Background: an optimization exercise with open tools, aiming at small area. Do not read the settings as production practice.
Function was checked by simulation only, so behaviour that the tests miss may differ from the original.
Power is estimated from default activity; no workload was simulated.

## JK
// Nokia5110
module Nokia5110 (
	input clk,
	input sys_rst,	 
	input [2:0] stat,
	input [2:0] h,
	input [2:0] e,
	input [2:0] d,
	input calor,
	input frio,
	input cerca,
	input luz,
	input jugar,
	input alimentar,
	input test,
	input reset,
	output reg rst,
	output reg ce,
	output reg dc,
	output reg din,
	output dclk
	);
Size in the first run: roughly 660 cells after synthesis, about 41 flip-flops, ~27 I/O pins, about 4300 um^2 of cells after synthesis.
==> flow/config.mk <==
export PLATFORM = sky130hd
export DESIGN_NAME = Nokia5110
export DESIGN_NICKNAME = Nokia5110
export VERILOG_FILES = /design/flow/design.v
export SDC_FILE = /design/flow/constraint.sdc
export NUM_CORES = 4
export LEC_CHECK = 0
export CAP_MARGIN = 30
export CELL_PAD_IN_SITES_DETAIL_PLACEMENT = 1
export CELL_PAD_IN_SITES_GLOBAL_PLACEMENT = 1
export CORE_MARGIN = 2
export CORE_UTILIZATION = 40
export GPL_TIMING_DRIVEN = 0
export SLEW_MARGIN = 30
export SYNTH_HIERARCHICAL = 1
==> flow/constraint.sdc <==
create_clock -name core_clock -period 10.0 [get_ports {clk}]
set_input_delay 2.0000 -clock core_clock [delete_from_list [all_inputs] [get_ports {clk}]]
set_output_delay 2.0000 -clock core_clock [all_outputs]
set_load 0.01 [all_outputs]
standard.sh (not shown) runs the stock make flow with config.mk's settings and CLKGATE_MAP_FILE= SYNTH_SCRIPT=/design/flow/synth_recipe.tcl, a recipe that flattens the netlist after the stock synthesis.
==> flow/flow/run.sh <==
#!/bin/bash
# Layout: the standard flow (standard.sh) with these changes:
# - synthesis: the ABC run maps the logic for area (abc_area.script beside this file:
#   &nf area mapping, then mfs3 don't-care resynthesis)
#   instead of delay, and Yosys does not pre-extract half/full adders (ADDER_MAP_FILE empty);
# - port buffers are buf_1 cells;
# - clock tree built from clkbuf_8 cells, without dummy loads.
# Each step's full output goes to the ORFS logs under orfs/logs, and each make run's to a log here.
set -euo pipefail
W=$(pwd)
rm -rf "$W/scripts_area"
cp -r "$FLOW_HOME/scripts" "$W/scripts_area"
cp "$W/flow/abc_area.script" "$W/scripts_area/abc_area.script"
bash "$W/standard.sh" ABC_AREA=1 ADDER_MAP_FILE= SCRIPTS_DIR="$W/scripts_area" synth > "$W/synth.log" 2>&1
bash "$W/standard.sh" "BUFFER_PORTS_ARGS=-buffer_cell sky130_fd_sc_hd__buf_1" \
	"CTS_ARGS=-sink_clustering_enable -repair_clock_nets -dont_use_dummy_load -buf_list sky130_fd_sc_hd__clkbuf_8" \
	finish > "$W/layout.log" 2>&1
==> flow/flow/abc_area.script <==
strash
&get -n
&nf -R 1000 -p -E 10 -F 10 -A 4
&put
mfs3 -ae
mfs3 -ae
topo
JK closes out successfully: all stages finished, all timing, DRC and antenna checks passed.
--- input diff JK..MS ---
# JK
export LEC_CHECK = 0
export CAP_MARGIN = 30
export CELL_PAD_IN_SITES_DETAIL_PLACEMENT = 1
export CELL_PAD_IN_SITES_GLOBAL_PLACEMENT = 1
export CORE_MARGIN = 2
export CORE_UTILIZATION = 40
export GPL_TIMING_DRIVEN = 0
export SLEW_MARGIN = 30
export SYNTH_HIERARCHICAL = 1
create_clock -name core_clock -period 10.0 [get_ports {clk}]
# MS
export LEC_CHECK = 0
export CAP_MARGIN = 20
export CELL_PAD_IN_SITES_DETAIL_PLACEMENT = 1
export CELL_PAD_IN_SITES_GLOBAL_PLACEMENT = 1
export CORE_MARGIN = 2
export CORE_UTILIZATION = 40
export GPL_TIMING_DRIVEN = 0
export SLEW_MARGIN = 20
export SYNTH_HIERARCHICAL = 1
create_clock -name core_clock -period 10.0 [get_ports {clk}]
--- outcome ---
Min share of the final layout cell area in multi-input gates across MS and JK: MS. Summary — switching share of power, MS relative to JK: lower, by 1.1 points. Compared MS against JK; final standard cell area without fillers within noise. Changes observed in MS relative to JK: detailed placer's ending HPWL did not really move, sequential share of layout area did not really move, total power now smaller, setup slack up 0.027 ns, detailed-route wire length held steady. MS vs. JK: critical path required time level; time the final worst path needs with I/O delays and setup moved down.

separate check: timing with driven ports:
In the flow no input, the clock included, has a driving cell. The finished layouts below were timed again as built, in two steps.
Step 1, drivers: a clkbuf_16 drives clk and a buf_2 each remaining input, both assumed.
Step 2 moves the port delays by t, midway between the first and last clock arrival at a register: inputs arrive t later, outputs are due t later. That takes back most of the time a late clock gives input paths.
Three values: no drivers, after step 1, after step 2; two values: the first two.
| run | t, ns | setup WS [ns] | latest minus earliest clock arrival (ns) | worst slew at a driven data input, ns |
|---|---|---|---|---|
| JK | 0.346 | 2.671 / 2.671 / 2.671 | 0.027 / 0.026 | 0.03 |
| MS | 0.337 | 2.698 / 2.698 / 2.698 | 0.028 / 0.028 | 0.03 |
After both steps setup and hold are still met in every run listed.
